This is an optimization exercise on Yosys and OpenROAD, whose aim is small area and a short achievable clock period, not a production implementation.
At most, simulation tests tie the RTL to the original design; equivalence was not proved.
The RTL of run 2 was laid out without a check of its function.

==> flow/design.v, too long to show whole: its modules and the start of the top module <==
// module tv80_alu: 358 lines
// module tv80_mcode: 2195 lines
// module tv80_reg: 33 lines
// module tv80_core: 1828 lines
// module tv80n: 140 lines
module tv80n ( 
  m1_n, mreq_n, iorq_n, rd_n, wr_n, rfsh_n, halt_n, busak_n, A, dout,
  reset_n, clk, wait_n, int_n, nmi_n, busrq_n, di
  );
  // ...
==> flow/flow/run.sh <==
#!/bin/bash
set -euo pipefail
W=$(pwd)
rm -rf "$W/orfs_scripts"
cp -r "$FLOW_HOME/scripts" "$W/orfs_scripts"
cp "$W/flow/abc_speed.script" "$W/orfs_scripts/abc_speed.script"
bash "$W/standard.sh" SCRIPTS_DIR="$W/orfs_scripts" SETUP_SLACK_MARGIN=7 finish > "$W/flow_make.log" 2>&1
==> flow/flow/abc_speed.script <==
strash
&get -n
&st
&deepsyn -T 30
&put
dch -f
map -B 0.9
topo
&get -n
&st
&dch -f
&nf -R 20
&st
&syn2
&dch -f
&nf -R 20
&put
topo
stime -c
buffer -c
upsize -c
dnsize -c
==> flow/standard.sh <==
#!/bin/bash
# synth_recipe.tcl (not shown) runs the flow's synth.tcl, then flattens the netlist and writes it again
# the make line also repeats each setting of config.mk as NAME=value (left out here)
make -C /OpenROAD-flow-scripts/flow DESIGN_CONFIG=/design/flow/config.mk WORK_HOME=/design/flow/orfs CLKGATE_MAP_FILE= SYNTH_SCRIPT=/design/flow/synth_recipe.tcl "${@:-finish}"
==> flow/config.mk <==
export PLATFORM = sky130hd
export DESIGN_NAME = tv80n
export DESIGN_NICKNAME = tv80n
export VERILOG_FILES = /design/flow/design.v
export SDC_FILE = /design/flow/constraint.sdc
export NUM_CORES = 4
export LEC_CHECK = 0
export CAP_MARGIN = 20
export CORE_MARGIN = 2
export CORE_UTILIZATION = 40
export CTS_CLUSTER_DIAMETER = 100
export CTS_CLUSTER_SIZE = 20
export SLEW_MARGIN = 20
==> flow/constraint.sdc <==
create_clock -name core_clock -period 12.0 [get_ports {clk}]
set_input_delay 2.4000 -clock core_clock [delete_from_list [all_inputs] [get_ports {clk}]]
set_output_delay 2.4000 -clock core_clock [all_outputs]
set_load 0.01 [all_outputs]
==> impl_metrics.py, run 1 <==
metrics = {
    "status": {
        "outcome": "no timing/DRC/antenna violations",
    },
    "clocking": {
        "clock_latency_ns": 0.62,
        "post_cts_hold_buffer_count": 0,
        "post_cts_clock_slew_at_the_launch_and_capture_registers_of_the_worst_setup_and_hold_paths_ns": 0.09,
    },
    "logic_synthesis": {
        "synthXorXnorAreaFrac_pct": 3.150,
        "yosysWarnings": 5,
        "yosys.area_share.simple_pct": 22.63,
        "yosysUniqueCellTypes": 124,
        "synth-compound-area-share_pct": 26.93,
        "post-synth-top-area-fraction_pct": 26.16,
        "synth.area.top_cells": "edfxtp_1 26%, dfrtp_1 6.7%, nor2_1 5.4%, ha_1 5.0%, a21oi_1 4.8%",
    },
    "setup_path": {
        "r2r_start": "i_tv80_core.RegAddrC[0]",
        "critical_path.cell_chain": "buf_4 -> or2_2 -> o22ai_2 -> or4_1 -> o21ai_1 -> buf_4 -> ha_4 -> a21oi_4 -> o21bai_2 -> a21oi_2 -> nor2_1 -> o21a_1 -> o21a_1 -> o21a_1 -> o21a_1 -> o21a_1 -> o21a_1 -> o21a_1 -> nor2_2 -> o21bai_1 -> a21oi_1 -> xnor3_1 -> a221o_1",
        "r2r_setup_slack_ns": 6.97,
    },
    "placement": {
        "numPortBuffers": 44,
        "dpl_cell_area_sq_mm": 0.03158,
    },
    "floorplan": {
        "coreArea_sq_mm": 0.07457,
        "fp-row-count": 100,
        "die_footprint_sq_mm": 0.07768,
    },
    "layout": {
        "buffers": 283,
        "final_util_pct": 46.75,
        "mostFrequentLayoutCells": "405 x nor2_1, 379 x nand2_1, 271 x a21oi_1",
        "final_common_cell": "nor2_1",
        "multi_input_area_sq_mm": 0.01936,
        "insertedDiodeCount": 6,
    },
    "timing": {
        "relSlewSlack_pct": 10.46,
        "grt_setup_unrepaired": "true",
        "final-setup-viol-count": 0,
    },
    "routing": {
        "drt-pass1-iter-count": 9,
        "met3_wirelength_um": 21920,
        "drt-met1-wl_um": 59370,
    },
    "global_route": {
        "grt_use_total_pct": 37.89,
    },
}
==> module tv80_core, before the edit <==
module tv80_core ( 
  m1_n, iorq, no_read, write, rfsh_n, halt_n, busak_n, A, dout, mc,
  ts, intcycle_n, IntE, stop,
  reset_n, clk, cen, wait_n, int_n, nmi_n, busrq_n, dinst, di
  );
  parameter Mode = 1;    
  parameter IOWait = 1;  
  parameter Flag_C = 0;
  parameter Flag_N = 1;
  parameter Flag_P = 2;
  parameter Flag_X = 3;
  parameter Flag_H = 4;
  parameter Flag_Y = 5;
  parameter Flag_Z = 6;
  parameter Flag_S = 7;
  input     reset_n;            
  input     clk;                
  input     cen;                
  input     wait_n;             
  input     int_n;              
  input     nmi_n;              
  input     busrq_n;            
  output    m1_n;               
  output    iorq;               
  output    no_read;            
  output    write;              
  output    rfsh_n;             
  output    halt_n;             
  output    busak_n;            
  output [15:0] A; 
  input [7:0]   dinst;  
  input [7:0]   di;     
  output [7:0]  dout;     
  output [6:0]  mc;     
  output [6:0]  ts;     
  output        intcycle_n;     
  output        IntE;           
  output        stop;           
  reg    m1_n;          
  reg    iorq; 
  reg    halt_n;                
  reg    busak_n;               
  reg [15:0] A; 
  reg [7:0]  dout;        
  reg [6:0]  mc;        
  reg [6:0]  ts;        
  reg   intcycle_n;     
  reg   IntE;           
  reg   stop;           
  parameter     aNone    = 3'b111;
  parameter     aBC      = 3'b000;
  parameter     aDE      = 3'b001;
  parameter     aXY      = 3'b010;
  parameter     aIOA     = 3'b100;
  parameter     aSP      = 3'b101;
  parameter     aZI      = 3'b110;
  reg [7:0]     ACC, F;
  reg [7:0]     Ap, Fp;
  reg [7:0]     I;
  reg [15:0]    SP, PC;
  reg [7:0]     RegDIH;
  reg [7:0]     RegDIL;
  wire [15:0]   RegBusA;
  wire [15:0]   RegBusB;
  wire [15:0]   RegBusC;
  reg [2:0]     RegAddrA_r;
  reg [2:0]     RegAddrA;
  reg [2:0]     RegAddrB_r;
  reg [2:0]     RegAddrB;
  reg [2:0]     RegAddrC;
  reg           RegWEH;
  reg           RegWEL;
  reg           Alternate;
  reg [15:0]    TmpAddr;         
  reg [7:0]     IR;              
  reg [1:0]     ISet;            
  reg [15:0]    RegBusA_r;
  reg [15:0]    ID16;
  reg [7:0]     Save_Mux;
  reg [6:0]     tstate;
  reg [6:0]     mcycle;
  reg           last_mcycle, last_tstate;
  reg           IntE_FF1;
  reg           IntE_FF2;
  reg           Halt_FF;
  reg           BusReq_s;
  reg           BusAck;
  reg           ClkEn;
  reg           NMI_s;
  reg           INT_s;
  reg [1:0]     IStatus;
  reg [7:0]     DI_Reg;
  reg           T_Res;
  reg [1:0]     XY_State;
  reg [2:0]     Pre_XY_F_M;
  reg           NextIs_XY_Fetch;
  reg           XY_Ind;
  reg           No_BTR;
  reg           BTR_r;
  reg           Auto_Wait;
  reg           Auto_Wait_t1;
  reg           Auto_Wait_t2;
  reg           IncDecZ;
  reg [7:0]     BusB;
  reg [7:0]     BusA;
  wire [7:0]    ALU_Q;
  wire [7:0]    F_Out;
  reg [4:0]     Read_To_Reg_r;
  reg           Arith16_r;
  reg           Z16_r;
  reg [3:0]     ALU_Op_r;
  reg           Save_ALU_r;
  reg           PreserveC_r;
  reg [2:0]     mcycles;
  wire [2:0]    mcycles_d;
  wire [2:0]    tstates;
  reg           IntCycle;
  reg           NMICycle;
  wire          Inc_PC;
  wire          Inc_WZ;
  wire [3:0]    IncDec_16_mc;
  wire [3:0]    IncDec_16;
  wire [1:0]    Prefix;
  wire          Read_To_Acc;
  wire          Read_To_Reg;
  wire [3:0]     Set_BusB_To;
  wire [3:0]     Set_BusA_To;
  wire [3:0]     ALU_Op;
  wire           Save_ALU;
  wire           PreserveC;
  wire           Arith16;
  wire [2:0]     Set_Addr_To;
  wire           Jump;
  wire           JumpE;
  wire           JumpXY;
  wire           Call;
  wire           RstP;
  wire           LDZ;
  wire           LDW;
  wire           LDSPHL;
  wire           iorq_i;
  wire [2:0]     Special_LD;
  wire           ExchangeDH_mc;
  wire           ExchangeDH;
  wire           ExchangeRp;
  wire           ExchangeAF;
  wire           ExchangeRS;
  wire           I_DJNZ;
  wire           I_CPL;
  wire           I_CCF;
  wire           I_SCF;
  wire           I_RETN;
  wire           I_BT;
  wire           I_BC;
  wire           I_BTR;
  wire           I_RLD;
  wire           I_RRD;
  wire           I_INRC;
  wire           SetDI;
  wire           SetEI;
  wire [1:0]     IMode;
  wire           Halt;
  reg [15:0]     PC16;
  reg [15:0]     PC16_B;
  reg [15:0]     SP16, XYD16;
  reg            ID16Z;
  reg [15:0]     ID16_B;
  reg            Oldnmi_n;
  tv80_mcode #(Mode, Flag_C, Flag_N, Flag_P, Flag_X, Flag_H, Flag_Y, Flag_Z, Flag_S) i_mcode
    (
     .IR                   (IR),
     .ISet                 (ISet),
     .MCycle_i             (mcycle),
     .F                    (F),
     .NMICycle             (NMICycle),
     .IntCycle             (IntCycle),
     .MCycles              (mcycles_d),
     .TStates              (tstates),
     .Prefix               (Prefix),
     .Inc_PC               (Inc_PC),
     .Inc_WZ               (Inc_WZ),
     .IncDec_16            (IncDec_16_mc),
     .Read_To_Acc          (Read_To_Acc),
     .Read_To_Reg          (Read_To_Reg),
     .Set_BusB_To          (Set_BusB_To),
     .Set_BusA_To          (Set_BusA_To),
     .ALU_Op               (ALU_Op),
     .Save_ALU             (Save_ALU),
     .PreserveC            (PreserveC),
     .Arith16              (Arith16),
     .Set_Addr_To          (Set_Addr_To),
     .IORQ                 (iorq_i),
     .Jump                 (Jump),
     .JumpE                (JumpE),
     .JumpXY               (JumpXY),
     .Call                 (Call),
     .RstP                 (RstP),
     .LDZ                  (LDZ),
     .LDW                  (LDW),
     .LDSPHL               (LDSPHL),
     .Special_LD           (Special_LD),
     .ExchangeDH           (ExchangeDH_mc),
     .ExchangeRp           (ExchangeRp),
     .ExchangeAF           (ExchangeAF),
     .ExchangeRS           (ExchangeRS),
     .I_DJNZ               (I_DJNZ),
     .I_CPL                (I_CPL),
     .I_CCF                (I_CCF),
     .I_SCF                (I_SCF),
     .I_RETN               (I_RETN),
     .I_BT                 (I_BT),
     .I_BC                 (I_BC),
     .I_BTR                (I_BTR),
     .I_RLD                (I_RLD),
     .I_RRD                (I_RRD),
     .I_INRC               (I_INRC),
     .SetDI                (SetDI),
     .SetEI                (SetEI),
     .IMode                (IMode),
     .Halt                 (Halt),
     .NoRead               (no_read),
     .Write                (write)
     );
  wire [7:0]     IR_m1n = (IntCycle == 1'b1 && IStatus == 2'b01) ? 8'b11111111 :
                          (Halt_FF == 1'b1 || (IntCycle == 1'b1 && IStatus == 2'b10) || NMICycle == 1'b1) ? 8'b00000000 :
                          dinst;
  wire [1:0]     ISet_m1n = (Prefix == 2'b01 || Prefix == 2'b10) ? Prefix : 2'b00;
  wire [3:0]     IncDec_16_m1n;
  wire           ExchangeDH_m1n;
  reg  [3:0]     IncDec_16_q;
  reg            ExchangeDH_q;
  reg            IR_m1_loaded;
  tv80_mcode #(Mode, Flag_C, Flag_N, Flag_P, Flag_X, Flag_H, Flag_Y, Flag_Z, Flag_S) i_mcode_m1
    (
     .IR                   (IR_m1n),
     .ISet                 (ISet_m1n),
     .MCycle_i             (7'b0000001),
     .F                    (F),
     .NMICycle             (NMICycle),
     .IntCycle             (IntCycle),
     .MCycles              (),
     .TStates              (),
     .Prefix               (),
     .Inc_PC               (),
     .Inc_WZ               (),
     .IncDec_16            (IncDec_16_m1n),
     .Read_To_Acc          (),
     .Read_To_Reg          (),
     .Set_BusB_To          (),
     .Set_BusA_To          (),
     .ALU_Op               (),
     .Save_ALU             (),
     .PreserveC            (),
     .Arith16              (),
     .Set_Addr_To          (),
     .IORQ                 (),
     .Jump                 (),
     .JumpE                (),
     .JumpXY               (),
     .Call                 (),
     .RstP                 (),
     .LDZ                  (),
     .LDW                  (),
     .LDSPHL               (),
     .Special_LD           (),
     .ExchangeDH           (ExchangeDH_m1n),
     .ExchangeRp           (),
     .ExchangeAF           (),
     .ExchangeRS           (),
     .I_DJNZ               (),
     .I_CPL                (),
     .I_CCF                (),
     .I_SCF                (),
     .I_RETN               (),
     .I_BT                 (),
     .I_BC                 (),
     .I_BTR                (),
     .I_RLD                (),
     .I_RRD                (),
     .I_INRC               (),
     .SetDI                (),
     .SetEI                (),
     .IMode                (),
     .Halt                 (),
     .NoRead               (),
     .Write                ()
     );
  always @ (posedge clk)
    begin
      if (ClkEn == 1'b1 && mcycle[0] && tstate[2] && wait_n == 1'b1)
        begin
          IncDec_16_q <= IncDec_16_m1n;
          ExchangeDH_q <= ExchangeDH_m1n;
        end
      else if (mcycle[0] && (tstate[3] || (tstate[2] && IR_m1_loaded)))
        begin
          IncDec_16_q <= IncDec_16_q;
          ExchangeDH_q <= ExchangeDH_q;
        end
      else
        begin
          IncDec_16_q <= IncDec_16_mc;
          ExchangeDH_q <= mcycle[0] & ExchangeDH_mc;
        end
      if (tstate[1])
        IR_m1_loaded <= 1'b0;
      else if (ClkEn == 1'b1 && mcycle[0] && tstate[2] && wait_n == 1'b1)
        IR_m1_loaded <= 1'b1;
    end
  assign IncDec_16 = IncDec_16_q;
  assign ExchangeDH = ExchangeDH_q;
  tv80_alu #(Mode, Flag_C, Flag_N, Flag_P, Flag_X, Flag_H, Flag_Y, Flag_Z, Flag_S) i_alu
    (
     .Arith16              (Arith16_r),
     .Z16                  (Z16_r),
     .ALU_Op               (ALU_Op_r),
     .IR                   (IR[5:0]),
     .ISet                 (ISet),
     .BusA                 (BusA),
     .BusB                 (BusB),
     .F_In                 (F),
     .Q                    (ALU_Q),
     .F_Out                (F_Out)
     );
  function [6:0] number_to_bitvec;
    input [2:0] num;
    begin
      case (num)
        1 : number_to_bitvec = 7'b0000001;
        2 : number_to_bitvec = 7'b0000010;
        3 : number_to_bitvec = 7'b0000100;
        4 : number_to_bitvec = 7'b0001000;
        5 : number_to_bitvec = 7'b0010000;
        6 : number_to_bitvec = 7'b0100000;
        7 : number_to_bitvec = 7'b1000000;
        default : number_to_bitvec = 7'bx;
      endcase  
    end
  endfunction  
  function [2:0] mcyc_to_number;
    input [6:0] mcyc;
    begin
      casez (mcyc)
        7'b1zzzzzz : mcyc_to_number = 3'h7;
        7'b01zzzzz : mcyc_to_number = 3'h6;
        7'b001zzzz : mcyc_to_number = 3'h5;
        7'b0001zzz : mcyc_to_number = 3'h4;
        7'b00001zz : mcyc_to_number = 3'h3;
        7'b000001z : mcyc_to_number = 3'h2;
        7'b0000001 : mcyc_to_number = 3'h1;
        default : mcyc_to_number = 3'h1;
      endcase
    end
  endfunction
  always @( mcycle or mcycles or tstate or tstates)
    begin
      case (mcycles)
        1 : last_mcycle = mcycle[0];
        2 : last_mcycle = mcycle[1];
        3 : last_mcycle = mcycle[2];
        4 : last_mcycle = mcycle[3];
        5 : last_mcycle = mcycle[4];
        6 : last_mcycle = mcycle[5];
        7 : last_mcycle = mcycle[6];
        default : last_mcycle = 1'bx;
      endcase  
      case (tstates)
        0 : last_tstate = tstate[0];
        1 : last_tstate = tstate[1];
        2 : last_tstate = tstate[2];
        3 : last_tstate = tstate[3];
        4 : last_tstate = tstate[4];
        5 : last_tstate = tstate[5];
        6 : last_tstate = tstate[6];
        default : last_tstate = 1'bx;
      endcase
    end  
  always @( ALU_Q or BusAck or BusB or DI_Reg
	   or ExchangeRp or IR or Save_ALU_r or Set_Addr_To or XY_Ind
	   or XY_State or cen or last_tstate or mcycle)
    begin
      ClkEn = cen && ~ BusAck;
      if (last_tstate)
        T_Res = 1'b1;
      else T_Res = 1'b0;
      if (XY_State != 2'b00 && XY_Ind == 1'b0 &&
          ((Set_Addr_To == aXY) ||
           (mcycle[0] && IR == 8'b11001011) ||
           (mcycle[0] && IR == 8'b00110110)))
        NextIs_XY_Fetch = 1'b1;
      else 
        NextIs_XY_Fetch = 1'b0;
      if (ExchangeRp)
        Save_Mux = BusB;
      else if (!Save_ALU_r)
        Save_Mux = DI_Reg;
      else
        Save_Mux = ALU_Q;
    end  
  always @ (posedge clk or negedge reset_n)
    begin
      if (reset_n == 1'b0 ) 
        begin
          PC <= 0;   
          A <= 0;
          ;
          IR <= 8'b00000000;
          ISet <= 2'b00;
          XY_State <= 2'b00;
          IStatus <= 2'b00;
          ;
          dout <= 8'b00000000;
          ;
          ;
          ;
          ;
          ;
          ;
          Alternate <= 1'b0;
          ;
          ;
          BTR_r <= 1'b0;
          ;
          ;
          ;
          ;
          XY_Ind <= 1'b0;
        end 
      else 
        begin
          if (ClkEn == 1'b1 ) 
            begin
              ;
              ;
              ;
              ;
              if (IMode != 2'b11 ) 
                begin
                  IStatus <= IMode;
                end
              ;
              ;
              if (ISet == 2'b10 && ALU_Op[2] == 1'b0 && ALU_Op[0] == 1'b1 && mcycle[2] ) 
                begin
                  ;
                end 
              else 
                begin
                  ;
                end
              if (mcycle[0] && (tstate[1] | tstate[2] | tstate[3] )) 
                begin
                  if (tstate[2] && wait_n == 1'b1 ) 
                    begin
                      if (Jump == 1'b0 && Call == 1'b0 && NMICycle == 1'b0 && IntCycle == 1'b0 && ~ (Halt_FF == 1'b1 || Halt == 1'b1) ) 
                        begin
                          PC <= PC16;
                        end
                      if (IntCycle == 1'b1 && IStatus == 2'b01 ) 
                        begin
                          IR <= 8'b11111111;
                        end 
                      else if (Halt_FF == 1'b1 || (IntCycle == 1'b1 && IStatus == 2'b10) || NMICycle == 1'b1 ) 
                        begin
                          IR <= 8'b00000000;
			  ;  
                        end 
                      else 
                        begin
                          IR <= dinst;
                        end
                      ISet <= 2'b00;
                      if (Prefix != 2'b00 ) 
                        begin
                          if (Prefix == 2'b11 ) 
                            begin
                              if (IR[5] == 1'b1 ) 
                                begin
                                  XY_State <= 2'b10;
                                end 
                              else 
                                begin
                                  XY_State <= 2'b01;
                                end
                            end 
                          else 
                            begin
                              if (Prefix == 2'b10 ) 
                                begin
                                  XY_State <= 2'b00;
                                  XY_Ind <= 1'b0;
                                end
                              ISet <= Prefix;
                            end
                        end 
                      else 
                        begin
                          XY_State <= 2'b00;
                          XY_Ind <= 1'b0;
                        end
                    end  
                end 
              else 
                begin
                  if (mcycle[5] ) 
                    begin
                      XY_Ind <= 1'b1;
                      if (Prefix == 2'b01 ) 
                        begin
                          ISet <= 2'b01;
                        end
                    end
                  if (T_Res == 1'b1 ) 
                    begin
                      BTR_r <= (I_BT || I_BC || I_BTR) && ~ No_BTR;
                      if (Jump == 1'b1 ) 
                        begin
                          A[15:8] <= DI_Reg;
                          A[7:0] <= TmpAddr[7:0];
                          PC[15:8] <= DI_Reg;
                          PC[7:0] <= TmpAddr[7:0];
                        end 
                      else if (JumpXY == 1'b1 ) 
                        begin
                          A <= RegBusC;
                          PC <= RegBusC;
                        end else if (Call == 1'b1 || RstP == 1'b1 ) 
                          begin
                            A <= TmpAddr;
                            PC <= TmpAddr;
                          end 
                        else if (last_mcycle && NMICycle == 1'b1 ) 
                          begin
                            A <= 16'b0000000001100110;
                            PC <= 16'b0000000001100110;
                          end 
                        else if (mcycle[2] && IntCycle == 1'b1 && IStatus == 2'b10 ) 
                          begin
                            A[15:8] <= I;
                            A[7:0] <= TmpAddr[7:0];
                            PC[15:8] <= I;
                            PC[7:0] <= TmpAddr[7:0];
                          end 
                        else 
                          begin
                            case (Set_Addr_To)
                              aXY :
                                begin
                                  if (XY_State == 2'b00 ) 
                                    begin
                                      A <= RegBusC;
                                    end 
                                  else 
                                    begin
                                      if (NextIs_XY_Fetch == 1'b1 )
                                        begin
                                          A <= PC;
                                        end 
                                      else 
                                        begin
                                          A <= TmpAddr;
                                        end
                                    end  
                                end  
                              aIOA :
                                begin
                                  if (Mode == 3 ) 
                                    begin
                                      A[15:8] <= 8'hFF;
                                    end 
                                  else if (Mode == 2 ) 
                                    begin
                                      A[15:8] <= DI_Reg;
                                    end 
                                  else 
                                    begin
                                      A[15:8] <= ACC;
                                    end
                                  A[7:0] <= DI_Reg;
                                end  
                              aSP :
                                begin
                                  A <= SP;
                                end
                              aBC :
                                begin
                                  if (Mode == 3 && iorq_i == 1'b1 ) 
                                    begin
                                      A[15:8] <= 8'hFF;
                                      A[7:0] <= RegBusC[7:0];
                                    end 
                                  else 
                                    begin
                                      A <= RegBusC;
                                    end
                                end  
                              aDE :
                                begin
                                  A <= RegBusC;
                                end
                              aZI :
                                begin                                  
                                  if (Inc_WZ == 1'b1 ) 
                                    begin
                                      A <= TmpAddr + 1;
                                    end 
                                  else 
                                    begin
                                      A[15:8] <= DI_Reg;
                                      A[7:0] <= TmpAddr[7:0];
                                    end
                                end  
                              default   :
                                begin                                    
                                  A <= PC;
                                end
                            endcase  
                          end  
                      ;
                      ;
                      if (I_CPL == 1'b1 ) 
                        begin
                          ;
                          ;
                          ;
                          ;
                          ;
                        end
                      if (I_CCF == 1'b1 ) 
                        begin
                          ;
                          ;
                          ;
                          ;
                          ;
                        end
                      if (I_SCF == 1'b1 ) 
                        begin
                          ;
                          ;
                          ;
                          ;
                          ;
                        end
                    end  
                  if (tstate[2] && wait_n == 1'b1 ) 
                    begin
                      if (ISet == 2'b01 && mcycle[6] ) 
                        begin
                          IR <= dinst;
                        end
                      if (JumpE == 1'b1 ) 
                        begin
                          PC <= PC16;
                        end 
                      else if (Inc_PC == 1'b1 ) 
                        begin
                          PC <= PC16;
                        end
                      if (BTR_r == 1'b1 ) 
                        begin
                          PC <= PC16;
                        end
                      if (RstP == 1'b1 ) 
                        begin
                          ;
                        end
                    end
                  if (tstate[3] && mcycle[5] ) 
                    begin
                      ;
                    end
                  if ((tstate[2] && wait_n == 1'b1) || (tstate[4] && mcycle[0]) ) 
                    begin
                      if (IncDec_16[2:0] == 3'b111 ) 
                        begin
                          ;
                        end
                    end
                  if (LDSPHL == 1'b1 ) 
                    begin
                      ;
                    end
                  if (ExchangeAF == 1'b1 ) 
                    begin
                      ;
                      ;
                      ;
                      ;
                    end
                  if (ExchangeRS == 1'b1 ) 
                    begin
                      Alternate <= ~ Alternate;
                    end
                end  
              if (tstate[3] ) 
                begin
                  if (LDZ == 1'b1 ) 
                    begin
                      ;
                    end
                  if (LDW == 1'b1 ) 
                    begin
                      ;
                    end
                  if (Special_LD[2] == 1'b1 ) 
                    begin
                      case (Special_LD[1:0])
                        2'b00 :
                          begin
                            ;
                            ;
			    ;
			    ;
			    ;
			    ; 
                          end
                        2'b01 :
                          begin
                            ;
                            ;
			    ;
			    ;
			    ;
			    ; 
                          end
                        2'b10 :
                          ;
                        default : ;
                      endcase
                    end
                end  
              if ((I_DJNZ == 1'b0 && Save_ALU_r == 1'b1) || ALU_Op_r == 4'b1001 ) 
                begin
                  if (Mode == 3 ) 
                    begin
                      ;
                      ;
                      ;
                      if (PreserveC_r == 1'b0 ) 
                        begin
                          ;
                        end
                    end 
                  else 
                    begin
                      ;
                      if (PreserveC_r == 1'b0 ) 
                        begin
                          ;
                        end
                    end
                end  
              if (T_Res == 1'b1 && I_INRC == 1'b1 ) 
                begin
                  ;
                  ;
                  if (DI_Reg[7:0] == 8'b00000000 ) 
                    begin
                      ;
                    end 
                  else 
                    begin
                      ;
                    end
                  ;
                  ;
                end  
              if (tstate[1] && Auto_Wait_t1 == 1'b0 ) 
                begin
                  dout <= BusB;
                  if (I_RLD == 1'b1 ) 
                    begin
                      dout[3:0] <= BusA[3:0];
                      dout[7:4] <= BusB[3:0];
                    end
                  if (I_RRD == 1'b1 ) 
                    begin
                      dout[3:0] <= BusB[7:4];
                      dout[7:4] <= BusA[3:0];
                    end
                end
              if (T_Res == 1'b1 ) 
                begin
                  ;
                  ;
                  if (Read_To_Acc == 1'b1 ) 
                    begin
                      ;
                      ;
                    end
                end
              if (tstate[1] && I_BT == 1'b1 ) 
                begin
                  ;
                  ;
                  ;
                  ;
                end
              if (I_BC == 1'b1 || I_BT == 1'b1 ) 
                begin
                  ;
                end
              if ((tstate[1] && Save_ALU_r == 1'b0 && Auto_Wait_t1 == 1'b0) ||
                  (Save_ALU_r == 1'b1 && ALU_Op_r != 4'b0111) ) 
                begin
                  case (Read_To_Reg_r)
                    5'b10111 :
                      ;
                    5'b10110 :
                      dout <= Save_Mux;
                    5'b11000 :
                      ;
                    5'b11001 :
                      ;
                    5'b11011 :
                      ;
                    default : ;
                  endcase
                end  
            end  
        end  
    end
  always @ (posedge clk)
    begin
      if (1'b0) 
        begin
          ;   
          ;
          TmpAddr <= 0;
          ;
          ;
          ;
          ;
          mcycles <= 3'b000;
          ;
          ACC <= 8'hFF;
          F <= 8'hFF;
          Ap <= 8'hFF;
          Fp <= 8'hFF;
          I <= 0;
          SP <= 16'hFFFF;
          ;
          Read_To_Reg_r <= 5'b00000;
          Arith16_r <= 1'b0;
          ;
          Z16_r <= 1'b0;
          ALU_Op_r <= 4'b0000;
          Save_ALU_r <= 1'b0;
          PreserveC_r <= 1'b0;
          ;
        end 
      else 
        begin
          if (ClkEn == 1'b1 ) 
            begin
              ALU_Op_r <= 4'b0000;
              Save_ALU_r <= 1'b0;
              Read_To_Reg_r <= 5'b00000;
              mcycles <= mcycles_d;
              if (IMode != 2'b11 ) 
                begin
                  ;
                end
              Arith16_r <= Arith16;
              PreserveC_r <= PreserveC;
              if (ISet == 2'b10 && ALU_Op[2] == 1'b0 && ALU_Op[0] == 1'b1 && mcycle[2] ) 
                begin
                  Z16_r <= 1'b1;
                end 
              else 
                begin
                  Z16_r <= 1'b0;
                end
              if (mcycle[0] && (tstate[1] | tstate[2] | tstate[3] )) 
                begin
                  if (tstate[2] && wait_n == 1'b1 ) 
                    begin
                      if (Jump == 1'b0 && Call == 1'b0 && NMICycle == 1'b0 && IntCycle == 1'b0 && ~ (Halt_FF == 1'b1 || Halt == 1'b1) ) 
                        begin
                          ;
                        end
                      if (IntCycle == 1'b1 && IStatus == 2'b01 ) 
                        begin
                          ;
                        end 
                      else if (Halt_FF == 1'b1 || (IntCycle == 1'b1 && IStatus == 2'b10) || NMICycle == 1'b1 ) 
                        begin
                          ;
			  TmpAddr[7:0] <= dinst;  
                        end 
                      else 
                        begin
                          ;
                        end
                      ;
                      if (Prefix != 2'b00 ) 
                        begin
                          if (Prefix == 2'b11 ) 
                            begin
                              if (IR[5] == 1'b1 ) 
                                begin
                                  ;
                                end 
                              else 
                                begin
                                  ;
                                end
                            end 
                          else 
                            begin
                              if (Prefix == 2'b10 ) 
                                begin
                                  ;
                                  ;
                                end
                              ;
                            end
                        end 
                      else 
                        begin
                          ;
                          ;
                        end
                    end  
                end 
              else 
                begin
                  if (mcycle[5] ) 
                    begin
                      ;
                      if (Prefix == 2'b01 ) 
                        begin
                          ;
                        end
                    end
                  if (T_Res == 1'b1 ) 
                    begin
                      ;
                      if (Jump == 1'b1 ) 
                        begin
                          ;
                          ;
                          ;
                          ;
                        end 
                      else if (JumpXY == 1'b1 ) 
                        begin
                          ;
                          ;
                        end else if (Call == 1'b1 || RstP == 1'b1 ) 
                          begin
                            ;
                            ;
                          end 
                        else if (last_mcycle && NMICycle == 1'b1 ) 
                          begin
                            ;
                            ;
                          end 
                        else if (mcycle[2] && IntCycle == 1'b1 && IStatus == 2'b10 ) 
                          begin
                            ;
                            ;
                            ;
                            ;
                          end 
                        else 
                          begin
                            case (Set_Addr_To)
                              aXY :
                                begin
                                  if (XY_State == 2'b00 ) 
                                    begin
                                      ;
                                    end 
                                  else 
                                    begin
                                      if (NextIs_XY_Fetch == 1'b1 )
                                        begin
                                          ;
                                        end 
                                      else 
                                        begin
                                          ;
                                        end
                                    end  
                                end  
                              aIOA :
                                begin
                                  if (Mode == 3 ) 
                                    begin
                                      ;
                                    end 
                                  else if (Mode == 2 ) 
                                    begin
                                      ;
                                    end 
                                  else 
                                    begin
                                      ;
                                    end
                                  ;
                                end  
                              aSP :
                                begin
                                  ;
                                end
                              aBC :
                                begin
                                  if (Mode == 3 && iorq_i == 1'b1 ) 
                                    begin
                                      ;
                                      ;
                                    end 
                                  else 
                                    begin
                                      ;
                                    end
                                end  
                              aDE :
                                begin
                                  ;
                                end
                              aZI :
                                begin                                  
                                  if (Inc_WZ == 1'b1 ) 
                                    begin
                                      ;
                                    end 
                                  else 
                                    begin
                                      ;
                                      ;
                                    end
                                end  
                              default   :
                                begin                                    
                                  ;
                                end
                            endcase  
                          end  
                      Save_ALU_r <= Save_ALU;
                      ALU_Op_r <= ALU_Op;
                      if (I_CPL == 1'b1 ) 
                        begin
                          ACC <= ~ ACC;
                          F[Flag_Y] <= ~ ACC[5];
                          F[Flag_H] <= 1'b1;
                          F[Flag_X] <= ~ ACC[3];
                          F[Flag_N] <= 1'b1;
                        end
                      if (I_CCF == 1'b1 ) 
                        begin
                          F[Flag_C] <= ~ F[Flag_C];
                          F[Flag_Y] <= ACC[5];
                          F[Flag_H] <= F[Flag_C];
                          F[Flag_X] <= ACC[3];
                          F[Flag_N] <= 1'b0;
                        end
                      if (I_SCF == 1'b1 ) 
                        begin
                          F[Flag_C] <= 1'b1;
                          F[Flag_Y] <= ACC[5];
                          F[Flag_H] <= 1'b0;
                          F[Flag_X] <= ACC[3];
                          F[Flag_N] <= 1'b0;
                        end
                    end  
                  if (tstate[2] && wait_n == 1'b1 ) 
                    begin
                      if (ISet == 2'b01 && mcycle[6] ) 
                        begin
                          ;
                        end
                      if (JumpE == 1'b1 ) 
                        begin
                          ;
                        end 
                      else if (Inc_PC == 1'b1 ) 
                        begin
                          ;
                        end
                      if (BTR_r == 1'b1 ) 
                        begin
                          ;
                        end
                      if (RstP == 1'b1 ) 
                        begin
                          TmpAddr <= { 10'h0, IR[5:3], 3'h0 };
                        end
                    end
                  if (tstate[3] && mcycle[5] ) 
                    begin
                      TmpAddr <= XYD16;
                    end
                  if ((tstate[2] && wait_n == 1'b1) || (tstate[4] && mcycle[0]) ) 
                    begin
                      if (IncDec_16[2:0] == 3'b111 ) 
                        begin
                          SP <= SP16;
                        end
                    end
                  if (LDSPHL == 1'b1 ) 
                    begin
                      SP <= RegBusC;
                    end
                  if (ExchangeAF == 1'b1 ) 
                    begin
                      Ap <= ACC;
                      ACC <= Ap;
                      Fp <= F;
                      F <= Fp;
                    end
                  if (ExchangeRS == 1'b1 ) 
                    begin
                      ;
                    end
                end  
              if (tstate[3] ) 
                begin
                  if (LDZ == 1'b1 ) 
                    begin
                      TmpAddr[7:0] <= DI_Reg;
                    end
                  if (LDW == 1'b1 ) 
                    begin
                      TmpAddr[15:8] <= DI_Reg;
                    end
                  if (Special_LD[2] == 1'b1 ) 
                    begin
                      case (Special_LD[1:0])
                        2'b00 :
                          begin
                            ACC <= I;
                            F[Flag_P] <= IntE_FF2;
			    F[Flag_Z] <= (I == 0);
			    F[Flag_S] <= I[7];
			    F[Flag_H] <= 0;
			    F[Flag_N] <= 0; 
                          end
                        2'b01 :
                          begin
                            ACC <= 0;
                            F[Flag_P] <= IntE_FF2;
			    F[Flag_Z] <= (I == 0);
			    F[Flag_S] <= I[7];
			    F[Flag_H] <= 0;
			    F[Flag_N] <= 0; 
                          end
                        2'b10 :
                          I <= ACC;
                        default : ;
                      endcase
                    end
                end  
              if ((I_DJNZ == 1'b0 && Save_ALU_r == 1'b1) || ALU_Op_r == 4'b1001 ) 
                begin
                  if (Mode == 3 ) 
                    begin
                      F[6] <= F_Out[6];
                      F[5] <= F_Out[5];
                      F[7] <= F_Out[7];
                      if (PreserveC_r == 1'b0 ) 
                        begin
                          F[4] <= F_Out[4];
                        end
                    end 
                  else 
                    begin
                      F[7:1] <= F_Out[7:1];
                      if (PreserveC_r == 1'b0 ) 
                        begin
                          F[Flag_C] <= F_Out[0];
                        end
                    end
                end  
              if (T_Res == 1'b1 && I_INRC == 1'b1 ) 
                begin
                  F[Flag_H] <= 1'b0;
                  F[Flag_N] <= 1'b0;
                  if (DI_Reg[7:0] == 8'b00000000 ) 
                    begin
                      F[Flag_Z] <= 1'b1;
                    end 
                  else 
                    begin
                      F[Flag_Z] <= 1'b0;
                    end
                  F[Flag_S] <= DI_Reg[7];
                  F[Flag_P] <= ~ (^DI_Reg[7:0]);
                end  
              if (tstate[1] && Auto_Wait_t1 == 1'b0 ) 
                begin
                  ;
                  if (I_RLD == 1'b1 ) 
                    begin
                      ;
                      ;
                    end
                  if (I_RRD == 1'b1 ) 
                    begin
                      ;
                      ;
                    end
                end
              if (T_Res == 1'b1 ) 
                begin
                  Read_To_Reg_r[3:0] <= Set_BusA_To;
                  Read_To_Reg_r[4] <= Read_To_Reg;
                  if (Read_To_Acc == 1'b1 ) 
                    begin
                      Read_To_Reg_r[3:0] <= 4'b0111;
                      Read_To_Reg_r[4] <= 1'b1;
                    end
                end
              if (tstate[1] && I_BT == 1'b1 ) 
                begin
                  F[Flag_X] <= ALU_Q[3];
                  F[Flag_Y] <= ALU_Q[1];
                  F[Flag_H] <= 1'b0;
                  F[Flag_N] <= 1'b0;
                end
              if (I_BC == 1'b1 || I_BT == 1'b1 ) 
                begin
                  F[Flag_P] <= IncDecZ;
                end
              if ((tstate[1] && Save_ALU_r == 1'b0 && Auto_Wait_t1 == 1'b0) ||
                  (Save_ALU_r == 1'b1 && ALU_Op_r != 4'b0111) ) 
                begin
                  case (Read_To_Reg_r)
                    5'b10111 :
                      ACC <= Save_Mux;
                    5'b10110 :
                      ;
                    5'b11000 :
                      SP[7:0] <= Save_Mux;
                    5'b11001 :
                      SP[15:8] <= Save_Mux;
                    5'b11011 :
                      F <= Save_Mux;
                    default : ;
                  endcase
                end  
            end  
        end  
    end
  always @ (posedge clk)
    begin
      if (ClkEn == 1'b1 ) 
        begin
          RegAddrA_r <= { Alternate, Set_BusA_To[2:1] };
          if (XY_Ind == 1'b0 && XY_State != 2'b00 && Set_BusA_To[2:1] == 2'b10 ) 
            begin
              RegAddrA_r <= { XY_State[1],  2'b11 };
            end
          RegAddrB_r <= { Alternate, Set_BusB_To[2:1] };
          if (XY_Ind == 1'b0 && XY_State != 2'b00 && Set_BusB_To[2:1] == 2'b10 ) 
            begin
              RegAddrB_r <= { XY_State[1],  2'b11 };
            end
          RegAddrC <= { Alternate,  Set_Addr_To[1:0] };
          if ((JumpXY == 1'b1 || LDSPHL == 1'b1) ) 
            begin
              RegAddrC <= { Alternate, 2'b10 };
            end
          if (((JumpXY == 1'b1 || LDSPHL == 1'b1) && XY_State != 2'b00) || (mcycle[5]) ) 
            begin
              RegAddrC <= { XY_State[1],  2'b11 };
            end
          if (I_DJNZ == 1'b1 && Save_ALU_r == 1'b1 && Mode < 2 ) 
            begin
              IncDecZ <= F_Out[Flag_Z];
            end
          if ((tstate[2] || (tstate[3] && mcycle[0])) && IncDec_16[2:0] == 3'b100 ) 
            begin
              if (ID16Z) 
                begin
                  IncDecZ <= 1'b0;
                end 
              else 
                begin
                  IncDecZ <= 1'b1;
                end
            end
          RegBusA_r <= RegBusA;
        end
    end  
  always @( Alternate or ExchangeDH or IncDec_16
	   or RegAddrA_r or RegAddrB_r or XY_State or mcycle or tstate)
    begin
      if ((tstate[2] || (tstate[3] && mcycle[0] && IncDec_16[2] == 1'b1)) && XY_State == 2'b00)
        RegAddrA = { Alternate, IncDec_16[1:0] };
      else if ((tstate[2] || (tstate[3] && mcycle[0] && IncDec_16[2] == 1'b1)) && IncDec_16[1:0] == 2'b10)
        RegAddrA = { XY_State[1], 2'b11 };
      else if (ExchangeDH == 1'b1 && tstate[3])
        RegAddrA = { Alternate, 2'b10 };
      else if (ExchangeDH == 1'b1 && tstate[4])
        RegAddrA = { Alternate, 2'b01 };
      else
        RegAddrA = RegAddrA_r;
      if (ExchangeDH == 1'b1 && tstate[3])
        RegAddrB = { Alternate, 2'b01 };
      else
        RegAddrB = RegAddrB_r;
    end  
  always @( ALU_Op_r or Auto_Wait_t1 or ExchangeDH
	   or IncDec_16 or Read_To_Reg_r or Save_ALU_r or mcycle
	   or tstate or wait_n)
    begin
      RegWEH = 1'b0;
      RegWEL = 1'b0;
      if ((tstate[1] && ~Save_ALU_r && ~Auto_Wait_t1) ||
          (Save_ALU_r && (ALU_Op_r != 4'b0111)) ) 
        begin
          case (Read_To_Reg_r)
            5'b10000 , 5'b10001 , 5'b10010 , 5'b10011 , 5'b10100 , 5'b10101 :
              begin
                RegWEH = ~ Read_To_Reg_r[0];
                RegWEL = Read_To_Reg_r[0];
              end  
            default : ;
          endcase  
        end  
      if (ExchangeDH && (tstate[3] || tstate[4]) ) 
        begin
          RegWEH = 1'b1;
          RegWEL = 1'b1;
        end
      if (IncDec_16[2] && ((tstate[2] && wait_n && ~mcycle[0]) || (tstate[3] && mcycle[0])) ) 
        begin
          case (IncDec_16[1:0])
            2'b00 , 2'b01 , 2'b10 :
              begin
                RegWEH = 1'b1;
                RegWEL = 1'b1;
              end  
            default : ;
          endcase
        end
    end  
  always @( ExchangeDH or ID16 or IncDec_16 or RegBusA_r
	   or RegBusB or Save_Mux or mcycle or tstate)
    begin
      RegDIH = Save_Mux;
      RegDIL = Save_Mux;
      if (ExchangeDH == 1'b1 && tstate[3] ) 
        begin
          RegDIH = RegBusB[15:8];
          RegDIL = RegBusB[7:0];
        end
      else if (ExchangeDH == 1'b1 && tstate[4] ) 
        begin
          RegDIH = RegBusA_r[15:8];
          RegDIL = RegBusA_r[7:0];
        end
      else if (IncDec_16[2] == 1'b1 && ((tstate[2] && ~mcycle[0]) || (tstate[3] && mcycle[0])) ) 
        begin
          RegDIH = ID16[15:8];
          RegDIL = ID16[7:0];
        end
    end
  tv80_reg i_reg
    (
     .clk                  (clk),
     .CEN                  (ClkEn),
     .WEH                  (RegWEH),
     .WEL                  (RegWEL),
     .AddrA                (RegAddrA),
     .AddrB                (RegAddrB),
     .AddrC                (RegAddrC),
     .DIH                  (RegDIH),
     .DIL                  (RegDIL),
     .DOAH                 (RegBusA[15:8]),
     .DOAL                 (RegBusA[7:0]),
     .DOBH                 (RegBusB[15:8]),
     .DOBL                 (RegBusB[7:0]),
     .DOCH                 (RegBusC[15:8]),
     .DOCL                 (RegBusC[7:0])
     );
  always @ (posedge clk)
    begin
      if (ClkEn == 1'b1 ) 
        begin
          case (Set_BusB_To)
            4'b0111 :
              BusB <= ACC;
            4'b0000 , 4'b0001 , 4'b0010 , 4'b0011 , 4'b0100 , 4'b0101 :
              begin
                if (Set_BusB_To[0] == 1'b1 ) 
                  begin
                    BusB <= RegBusB[7:0];
                  end 
                else 
                  begin
                    BusB <= RegBusB[15:8];
                  end
              end
            4'b0110 :
              BusB <= DI_Reg;
            4'b1000 :
              BusB <= SP[7:0];
            4'b1001 :
              BusB <= SP[15:8];
            4'b1010 :
              BusB <= 8'b00000001;
            4'b1011 :
              BusB <= F;
            4'b1100 :
              BusB <= PC[7:0];
            4'b1101 :
              BusB <= PC[15:8];
            4'b1110 :
              BusB <= 8'b00000000;
            default :
              BusB <= 8'h0;
          endcase
          case (Set_BusA_To)
            4'b0111 :
              BusA <= ACC;
            4'b0000 , 4'b0001 , 4'b0010 , 4'b0011 , 4'b0100 , 4'b0101 :
              begin
                if (Set_BusA_To[0] == 1'b1 )
                  begin
                    BusA <= RegBusA[7:0];
                  end 
                else 
                  begin
                    BusA <= RegBusA[15:8];
                  end
              end
            4'b0110 :
              BusA <= DI_Reg;
            4'b1000 :
              BusA <= SP[7:0];
            4'b1001 :
              BusA <= SP[15:8];
            4'b1010 :
              BusA <= 8'b00000000;
            default :
              BusA <= 8'h0;
          endcase
        end
    end
  assign rfsh_n = 1'b1;
  always @( BusAck or Halt_FF or I_DJNZ or IntCycle
	   or IntE_FF1 or di or iorq_i or mcycle or tstate)
    begin
      mc = mcycle;
      ts = tstate;
      DI_Reg = di;
      halt_n = ~ Halt_FF;
      busak_n = ~ BusAck;
      intcycle_n = ~ IntCycle;
      IntE = IntE_FF1;
      iorq = iorq_i;
      stop = I_DJNZ;
    end
  always @ (posedge clk or negedge reset_n)
    begin : sync_inputs
      if (~reset_n) 
        begin
          ;
          ;
          NMI_s <= 1'b0;
          Oldnmi_n <= 1'b0;
        end 
      else
        begin
          if (cen == 1'b1 ) 
            begin
              ;
              ;
              if (NMICycle == 1'b1 ) 
                begin
                  NMI_s <= 1'b0;
                end 
              else if (nmi_n == 1'b0 && Oldnmi_n == 1'b1 ) 
                begin
                  NMI_s <= 1'b1;
                end
              Oldnmi_n <= nmi_n;
            end
        end
    end
  always @ (posedge clk)
    begin : sync_inputs_nr
      if (1'b0) 
        begin
          BusReq_s <= 1'b0;
          INT_s <= 1'b0;
          ;
          ;
        end 
      else
        begin
          if (cen == 1'b1 ) 
            begin
              BusReq_s <= ~ busrq_n;
              INT_s <= ~ int_n;
              if (NMICycle == 1'b1 ) 
                begin
                  ;
                end 
              else if (nmi_n == 1'b0 && Oldnmi_n == 1'b1 ) 
                begin
                  ;
                end
              ;
            end
        end
    end
  always @ (posedge clk or negedge reset_n)
    begin
      if (reset_n == 1'b0 ) 
        begin
          mcycle <= 7'b0000001;
          tstate <= 7'b0000001;
          Pre_XY_F_M <= 3'b000;
          Halt_FF <= 1'b0;
          BusAck <= 1'b0;
          NMICycle <= 1'b0;
          IntCycle <= 1'b0;
          IntE_FF1 <= 1'b0;
          IntE_FF2 <= 1'b0;
          ;
          ;
          Auto_Wait_t2 <= 1'b0;
          m1_n <= 1'b1;
        end 
      else
        begin
          if (cen == 1'b1 ) 
            begin
              if (T_Res == 1'b1 ) 
                begin
                  ;
                end 
              else 
                begin
		  ;
                end
              Auto_Wait_t2 <= Auto_Wait_t1 & !T_Res;
              ;
              if (tstate[2] ) 
                begin
                  if (SetEI == 1'b1 ) 
                    begin
                      if (!NMICycle)
                        IntE_FF1 <= 1'b1;
                      IntE_FF2 <= 1'b1;
                    end
                  if (I_RETN == 1'b1 ) 
                    begin
                      IntE_FF1 <= IntE_FF2;
                    end
                end
              if (tstate[3] ) 
                begin
                  if (SetDI == 1'b1 ) 
                    begin
                      IntE_FF1 <= 1'b0;
                      IntE_FF2 <= 1'b0;
                    end
                end
              if (IntCycle == 1'b1 || NMICycle == 1'b1 ) 
                begin
                  Halt_FF <= 1'b0;
                end
              if (mcycle[0] && tstate[2] && wait_n == 1'b1 ) 
                begin
                  m1_n <= 1'b1;
                end
              if (BusReq_s == 1'b1 && BusAck == 1'b1 ) 
                begin
                end 
              else 
                begin
                  BusAck <= 1'b0;
                  if (tstate[2] && wait_n == 1'b0 ) 
                    begin
                    end 
                  else if (T_Res == 1'b1 ) 
                    begin
                      if (Halt == 1'b1 ) 
                        begin
                          Halt_FF <= 1'b1;
                        end
                      if (BusReq_s == 1'b1 ) 
                        begin
                          BusAck <= 1'b1;
                        end 
                      else 
                        begin
                          tstate <= 7'b0000010;
                          if (NextIs_XY_Fetch == 1'b1 ) 
                            begin
                              mcycle <= 7'b0100000;
                              Pre_XY_F_M <= mcyc_to_number(mcycle);
                              if (IR == 8'b00110110 && Mode == 0 ) 
                                begin
                                  Pre_XY_F_M <= 3'b010;
                                end
                            end 
                          else if ((mcycle[6]) || (mcycle[5] && Mode == 1 && ISet != 2'b01) ) 
                            begin
                              mcycle <= number_to_bitvec(Pre_XY_F_M + 1);
                            end 
                          else if ((last_mcycle) ||
                                   No_BTR == 1'b1 ||
                                   (mcycle[1] && I_DJNZ == 1'b1 && IncDecZ == 1'b1) ) 
                            begin
                              m1_n <= 1'b0;
                              mcycle <= 7'b0000001;
                              IntCycle <= 1'b0;
                              NMICycle <= 1'b0;
                              if (NMI_s == 1'b1 && Prefix == 2'b00 ) 
                                begin
                                  NMICycle <= 1'b1;
                                  IntE_FF1 <= 1'b0;
                                end 
                              else if ((IntE_FF1 == 1'b1 && INT_s == 1'b1) && Prefix == 2'b00 && SetEI == 1'b0 ) 
                                begin
                                  IntCycle <= 1'b1;
                                  IntE_FF1 <= 1'b0;
                                  IntE_FF2 <= 1'b0;
                                end
                            end 
                          else 
                            begin
                              mcycle <= { mcycle[5:0], mcycle[6] };
                            end
                        end
                    end 
                  else 
                    begin    
                      if ( ~(Auto_Wait == 1'b1 && Auto_Wait_t2 == 1'b0) &&
                           ~(IOWait == 1 && iorq_i == 1'b1 && Auto_Wait_t1 == 1'b0) ) 
                        begin
                          tstate <= { tstate[5:0], tstate[6] };
                        end
                    end
                end
              if (tstate[0]) 
                begin
                  m1_n <= 1'b0;
                end
            end
        end
    end
  always @ (posedge clk)
    begin
      if (1'b0) 
        begin
          ;
          ;
          ;
          ;
          ;
          ;
          ;
          ;
          ;
          No_BTR <= 1'b0;
          Auto_Wait_t1 <= 1'b0;
          ;
          ;
        end 
      else
        begin
          if (cen == 1'b1 ) 
            begin
              if (T_Res == 1'b1 ) 
                begin
                  Auto_Wait_t1 <= 1'b0;
                end 
              else 
                begin
		  Auto_Wait_t1 <= Auto_Wait || (iorq_i & ~Auto_Wait_t2);
                end
              ;
              No_BTR <= (I_BT && (~ IR[4] || ~ F[Flag_P])) || (I_BC && (~ IR[4] || F[Flag_Z] || ~ F[Flag_P])) || (I_BTR && (~ IR[4] || F[Flag_Z]));
              if (tstate[2] ) 
                begin
                  if (SetEI == 1'b1 ) 
                    begin
                      if (!NMICycle)
                        ;
                      ;
                    end
                  if (I_RETN == 1'b1 ) 
                    begin
                      ;
                    end
                end
              if (tstate[3] ) 
                begin
                  if (SetDI == 1'b1 ) 
                    begin
                      ;
                      ;
                    end
                end
              if (IntCycle == 1'b1 || NMICycle == 1'b1 ) 
                begin
                  ;
                end
              if (mcycle[0] && tstate[2] && wait_n == 1'b1 ) 
                begin
                  ;
                end
              if (BusReq_s == 1'b1 && BusAck == 1'b1 ) 
                begin
                end 
              else 
                begin
                  ;
                  if (tstate[2] && wait_n == 1'b0 ) 
                    begin
                    end 
                  else if (T_Res == 1'b1 ) 
                    begin
                      if (Halt == 1'b1 ) 
                        begin
                          ;
                        end
                      if (BusReq_s == 1'b1 ) 
                        begin
                          ;
                        end 
                      else 
                        begin
                          ;
                          if (NextIs_XY_Fetch == 1'b1 ) 
                            begin
                              ;
                              ;
                              if (IR == 8'b00110110 && Mode == 0 ) 
                                begin
                                  ;
                                end
                            end 
                          else if ((mcycle[6]) || (mcycle[5] && Mode == 1 && ISet != 2'b01) ) 
                            begin
                              ;
                            end 
                          else if ((last_mcycle) ||
                                   No_BTR == 1'b1 ||
                                   (mcycle[1] && I_DJNZ == 1'b1 && IncDecZ == 1'b1) ) 
                            begin
                              ;
                              ;
                              ;
                              ;
                              if (NMI_s == 1'b1 && Prefix == 2'b00 ) 
                                begin
                                  ;
                                  ;
                                end 
                              else if ((IntE_FF1 == 1'b1 && INT_s == 1'b1) && Prefix == 2'b00 && SetEI == 1'b0 ) 
                                begin
                                  ;
                                  ;
                                  ;
                                end
                            end 
                          else 
                            begin
                              ;
                            end
                        end
                    end 
                  else 
                    begin    
                      if ( ~(Auto_Wait == 1'b1 && Auto_Wait_t2 == 1'b0) &&
                           ~(IOWait == 1 && iorq_i == 1'b1 && Auto_Wait_t1 == 1'b0) ) 
                        begin
                          ;
                        end
                    end
                end
              if (tstate[0]) 
                begin
                  ;
                end
            end
        end
    end
  function [15:0] incdec16;
    input [15:0] a;
    input        dec;
    reg   [15:0] x;
    reg   [15:0] t;
    integer      k;
    begin
      x = dec ? ~a : a;
      t[0] = 1'b1;
      for (k = 1; k < 16; k = k + 1)
        t[k] = t[k-1] & x[k-1];
      incdec16 = a ^ t;
    end
  endfunction
  always @( BTR_r or DI_Reg or IncDec_16 or JumpE or PC
	   or RegBusA or RegBusC or SP)
    begin
      if (JumpE == 1'b1 )
        PC16 = PC + { {8{DI_Reg[7]}}, DI_Reg };
      else if (BTR_r == 1'b1 )
        PC16 = { incdec16(PC[15:1], 1'b1), PC[0] };
      else
        PC16 = incdec16(PC, 1'b0);
      SP16 = incdec16(SP, IncDec_16[3]);
      XYD16 = RegBusC + { {8{DI_Reg[7]}}, DI_Reg };
      ID16 = incdec16(RegBusA, IncDec_16[3]);
      ID16Z = IncDec_16[3] ? (RegBusA == 16'h0001) : (RegBusA == 16'hFFFF);
    end  
  always @( IntCycle or NMICycle or mcycle)
    begin
      Auto_Wait = 1'b0;
      if (IntCycle == 1'b1 || NMICycle == 1'b1 ) 
        begin
          if (mcycle[0] ) 
            begin
              Auto_Wait = 1'b1;
            end
        end
    end  
endmodule  
==> run 2, diff against run 1 <==
--- a/flow/design.v
+++ b/flow/design.v
@@ -2995,7 +2995,7 @@
           XY_State <= 2'b00;
           IStatus <= 2'b00;
           ;
-          dout <= 8'b00000000;
+          ;
           ;
           ;
           ;
@@ -3354,16 +3354,16 @@
                 end  
               if (tstate[1] && Auto_Wait_t1 == 1'b0 ) 
                 begin
-                  dout <= BusB;
+                  ;
                   if (I_RLD == 1'b1 ) 
                     begin
-                      dout[3:0] <= BusA[3:0];
-                      dout[7:4] <= BusB[3:0];
+                      ;
+                      ;
                     end
                   if (I_RRD == 1'b1 ) 
                     begin
-                      dout[3:0] <= BusB[7:4];
-                      dout[7:4] <= BusA[3:0];
+                      ;
+                      ;
                     end
                 end
               if (T_Res == 1'b1 ) 
@@ -3394,7 +3394,7 @@
                     5'b10111 :
                       ;
                     5'b10110 :
-                      dout <= Save_Mux;
+                      ;
                     5'b11000 :
                       ;
                     5'b11001 :
@@ -3419,7 +3419,7 @@
           ;
           ;
           mcycles <= 3'b000;
-          ;
+          dout <= 8'b00000000;
           ACC <= 8'hFF;
           F <= 8'hFF;
           Ap <= 8'hFF;
@@ -3778,16 +3778,16 @@
                 end  
               if (tstate[1] && Auto_Wait_t1 == 1'b0 ) 
                 begin
-                  ;
+                  dout <= BusB;
                   if (I_RLD == 1'b1 ) 
                     begin
-                      ;
-                      ;
+                      dout[3:0] <= BusA[3:0];
+                      dout[7:4] <= BusB[3:0];
                     end
                   if (I_RRD == 1'b1 ) 
                     begin
-                      ;
-                      ;
+                      dout[3:0] <= BusB[7:4];
+                      dout[7:4] <= BusA[3:0];
                     end
                 end
               if (T_Res == 1'b1 ) 
@@ -3818,7 +3818,7 @@
                     5'b10111 :
                       ACC <= Save_Mux;
                     5'b10110 :
-                      ;
+                      dout <= Save_Mux;
                     5'b11000 :
                       SP[7:0] <= Save_Mux;
                     5'b11001 :
==> flow/run.sh (new file) <==
#!/bin/bash
# synth_recipe.tcl (not shown) runs the flow's synth.tcl, then flattens the netlist and writes it again
# the make line also repeats each setting of config.mk as NAME=value (left out here)
make -C /OpenROAD-flow-scripts/flow DESIGN_CONFIG=/design/flow/config.mk WORK_HOME=/design/flow/orfs CLKGATE_MAP_FILE= SYNTH_SCRIPT=/design/flow/synth_recipe.tcl finish
--- a/flow/config.mk
+++ b/flow/config.mk
@@ -8,6 +8,4 @@
 export CAP_MARGIN = 20
 export CORE_MARGIN = 2
 export CORE_UTILIZATION = 40
-export CTS_CLUSTER_DIAMETER = 100
-export CTS_CLUSTER_SIZE = 20
 export SLEW_MARGIN = 20
removed: flow/flow/run.sh
removed: flow/flow/abc_speed.script
removed: flow/standard.sh
==> impl_metrics.py, run 2 <==
metrics = {
    "timing": {
        "relSlewSlack_pct": 13.60,
        "post-route-worst-setup-slack_ns": 5.325,
        "finalMaxSlewViolations": 0,
        "fin_crit_ns": 6.675,
        "worst_clock_skew_ns": 0.03375,
        "fin_setup_tns_ns": 0,
        "grt_setup_unrepaired": "false",
        "final-setup-viol-count": 0,
        "tightest_slew_ns": 1.279,
        "whs_ns": 0.4835,
        "final_min_period_over_clock_period_pct": 55.62,
        "fmax_mhz": 149.8,
        "final_hold_viol_count": 0,
    },
    "routing": {
        "routed_wire_length_per_instance_um": 34.84,
        "drc_errors": 0,
        "detail_route.iter0.violations": 7179,
        "drt-pass1-iter-count": 26,
        "detailroute.via_count": 40320,
        "viasPerCell": 7.248,
        "drt.antenna.violating_nets": 0,
        "totalWireLength_um": 193800,
    },
    "hold_path": {
        "count_of_cells_along_the_worst_hold_path": 2,
        "worst_hold_path_type": "reg2reg",
    },
    "floorplan": {
        "die_w_um": 302.9,
        "die_footprint_sq_mm": 0.09173,
        "coreArea_sq_mm": 0.08851,
        "io_pins": 46,
        "start_util_pct": 40.37,
        "die_height_um": 302.9,
        "fp-row-count": 109,
    },
    "clocking": {
        "number_of_setup_buffers_added_after_cts": 0,
        "post_cts_resized": 0,
        "cts_root_buf": "clkbuf_16",
        "clk_path_buf_depth": 3,
        "post_cts_hold_buffer_count": 0,
        "tritoncts": "yes",
        "cts.sinks": 364,
        "cts-htree-levels": 2,
        "tritoncts.num_buffers": 44,
        "clock_latency_ns": 0.63,
        "post_cts_clock_slew_at_the_launch_and_capture_registers_of_the_worst_setup_and_hold_paths_ns": 0.06,
    },
    "logic_synthesis": {
        "syn-mean-instance-area_sq_um": 7.961,
        "yosys_most_used_dff": "edfxtp_1",
        "synth-async-reset-ratio_pct": 20.88,
        "syn_nets": 4626,
        "synth-seq-cells": 364,
        "synth_enable_flop_cells": 271,
        "syn_area_sq_mm": 0.03573,
        "yosysUniqueCellTypes": 116,
        "yosysWarnings": 5,
        "ys_seq_area_share_pct": 29.06,
        "synth_mux_area_share_pct": 6.994,
        "synth-compound-area-share_pct": 27.81,
        "synth.most_common_cell": "nand2_1",
        "synthXorXnorAreaFrac_pct": 3.113,
        "synth_top_cells_by_count": "520 x nand2_1, 425 x nor2_1, 345 x a21oi_1",
        "synthDominantAreaCellType": "edfxtp_1",
        "yosys.area_share.simple_pct": 22.74,
        "synth.area.top_cells": "edfxtp_1 23%, nand2_1 5.5%, dfrtp_1 5.1%, a21oi_1 4.8%, nor2_1 4.5%",
        "combinational_family_with_the_most_area_after_synthesis": "compound AO/OA/AOI/OAI gates",
        "post-synth-top-area-fraction_pct": 22.78,
        "adder_and_majority_cell_fraction_of_the_synthesized_area_pct": 4.455,
        "syn_inst": 4488,
    },
    "global_route": {
        "grt_use_total_pct": 41.11,
        "first_pass_grt_wire_length_um": 273200,
        "first_global_vias": 36800,
        "maximum_number_of_pins_on_one_net_before_global_route_repair": 65,
        "globalRoute.totalOverflow": 0,
        "antenna_found_initial": 10,
    },
    "layout": {
        "layout-area-overhead-vs-synth_pct": 8.555,
        "fillCellCount": 8852,
        "mostFrequentLayoutCells": "520 x nand2_1, 420 x nor2_1, 344 x a21oi_1",
        "drive_gt1_share_pct": 9.012,
        "final_design_area_no_fill_sq_mm": 0.03878,
        "design.final.nets": 4496,
        "number_of_standard_cells_in_the_final_layout_excluding_fillers": 5563,
        "largest_registers": "i_tv80_core.i_reg.RegsH: 64 flops, i_tv80_core.i_reg.RegsL: 64 flops",
        "final_common_cell": "nand2_1",
        "final_util_pct": 43.82,
    },
    "setup_path": {
        "critical_path.endpoint_type": "flip-flop",
        "critPathArrivalTime_ns": 7.16,
        "worstSetupPathType": "reg2reg",
        "path_max_fanout": 57,
        "rr_worst_depth": 14,
        "startpoint_type_of_the_worst_setup_path": "flip-flop",
        "worst_path_required_ns": 12.49,
    },
    "placement": {
        "placed_cells": 5476,
        "hpwlAfterDp_um": 141700,
        "routabilityCongestion": 1.143,
        "placement.setup.worst_slack_ns": 5.853,
        "numPortBuffers": 44,
        "dpl_cell_area_sq_mm": 0.03725,
    },
    "job": {
        "drv.max_cap_violation_count": 0,
    },
    "status": {
        "outcome": "no timing/DRC/antenna violations",
    },
}
run 2: cell types whose count changed after synthesis, moves of 44 or more:
| cell | change |
|---|---|
| clkbuf_1 | +87 |
| a21oi_1 | +54 |
| xnor2_1 | +44 |
| mux2i_1 | +89 |
| a222oi_1 | -50 |
| a211oi_1 | +59 |
| nand2_1 | +134 |
| nand3_1 | +48 |
| o21ai_0 | +45 |
run 2: worst max-delay path, stage by stage (launching register included):
cell	delay (ns)
dfrtp_4	0.58
buf_4	0.52
buf_4	0.61
or3_1	0.29
nand2_1	0.21
a31oi_1	0.57
nand4_1	0.55
o31a_1	0.44
a311o_1	0.32
a21o_1	0.36
a31oi_4	0.19
buf_4	0.47
nand2b_1	0.91
nor2_1	0.15
a22o_1	0.24
run 2: final timing paths:
path | start | endpoint | slack, ns
min in group asynchronous | reset_n | i_tv80_core.NMICycle | 1.70
worst max-delay path | i_tv80_core.IR[3] | i_tv80_core.A[1] | 5.33
worst max register to register | i_tv80_core.IR[3] | i_tv80_core.A[1] | 5.33
max in group asynchronous | reset_n | i_tv80_core.A[2] | 8.96
worst min register to register | i_tv80_core.A[6] | i_tv80_core.A[6] | 0.48
worst min-delay path | i_tv80_core.A[6] | i_tv80_core.A[6] | 0.48
run 2: cell families after synthesis:
group | count (synthesis)
xor gates and xnor gates | 127
other | 1
adders and majority gates | 125
and+or+nand+nor | 1688
muxes | 195
AOI/OAI and AO/OA | 1493
DFF | 364
buffers and inverters | 495
run 2: cell type report:
cell class	instances	area, sq um	area share (%)
Tap cell	1165	1458	3.758
Inverter	128	483.0	1.245
Sequential cell	364	10390	26.80
Antenna cell	4	10.01	0.02581
Multi-Input combinational cell	3629	23390	60.31
Clock inverter	29	326.6	0.8420
Clock buffer	53	1177	3.036
Timing Repair Buffer	191	1545	3.984
run 2: layer usage:
metal / routed length (um) / part of all wire (%) / track usage (%)
met1: 73590 / 38 / 53.81
met5: 60 / 0.031 / 0
met4: 13360 / 6.9 / 22.58
met3: 27560 / 14 / 13.75
met2: 79230 / 41 / 59.47

-- re-timing with driven ports --
No port has a modelled driver above. Below, the same layouts with a new extraction and two added sets of constraints. Step 1 assumes that a clkbuf_16 drives the clock port and a buf_2 every other input. Step 2, shift: input delay + t, output delay - t, t = (earliest + latest rising clock arrival at the registers) / 2. This alone moves slack from input paths to output paths. a / b / c = ideal ports / drivers / drivers and shift; a / b = the first two.
| run | shift t [ns] | setup slack, ns | hold slack, ns |
|---|---|---|---|
| run 1 | 0.671 | 6.973 / 6.973 / 6.527 | 0.466 / 0.466 / 0.466 |
| run 2 | 0.681 | 5.325 / 5.325 / 5.325 | 0.484 / 0.484 / 0.484 |
After both steps setup and hold are still met in every run listed. The setup slack of run 1, which loses most, moves by 0.000 ns with the drivers and by -0.446 ns with both steps.
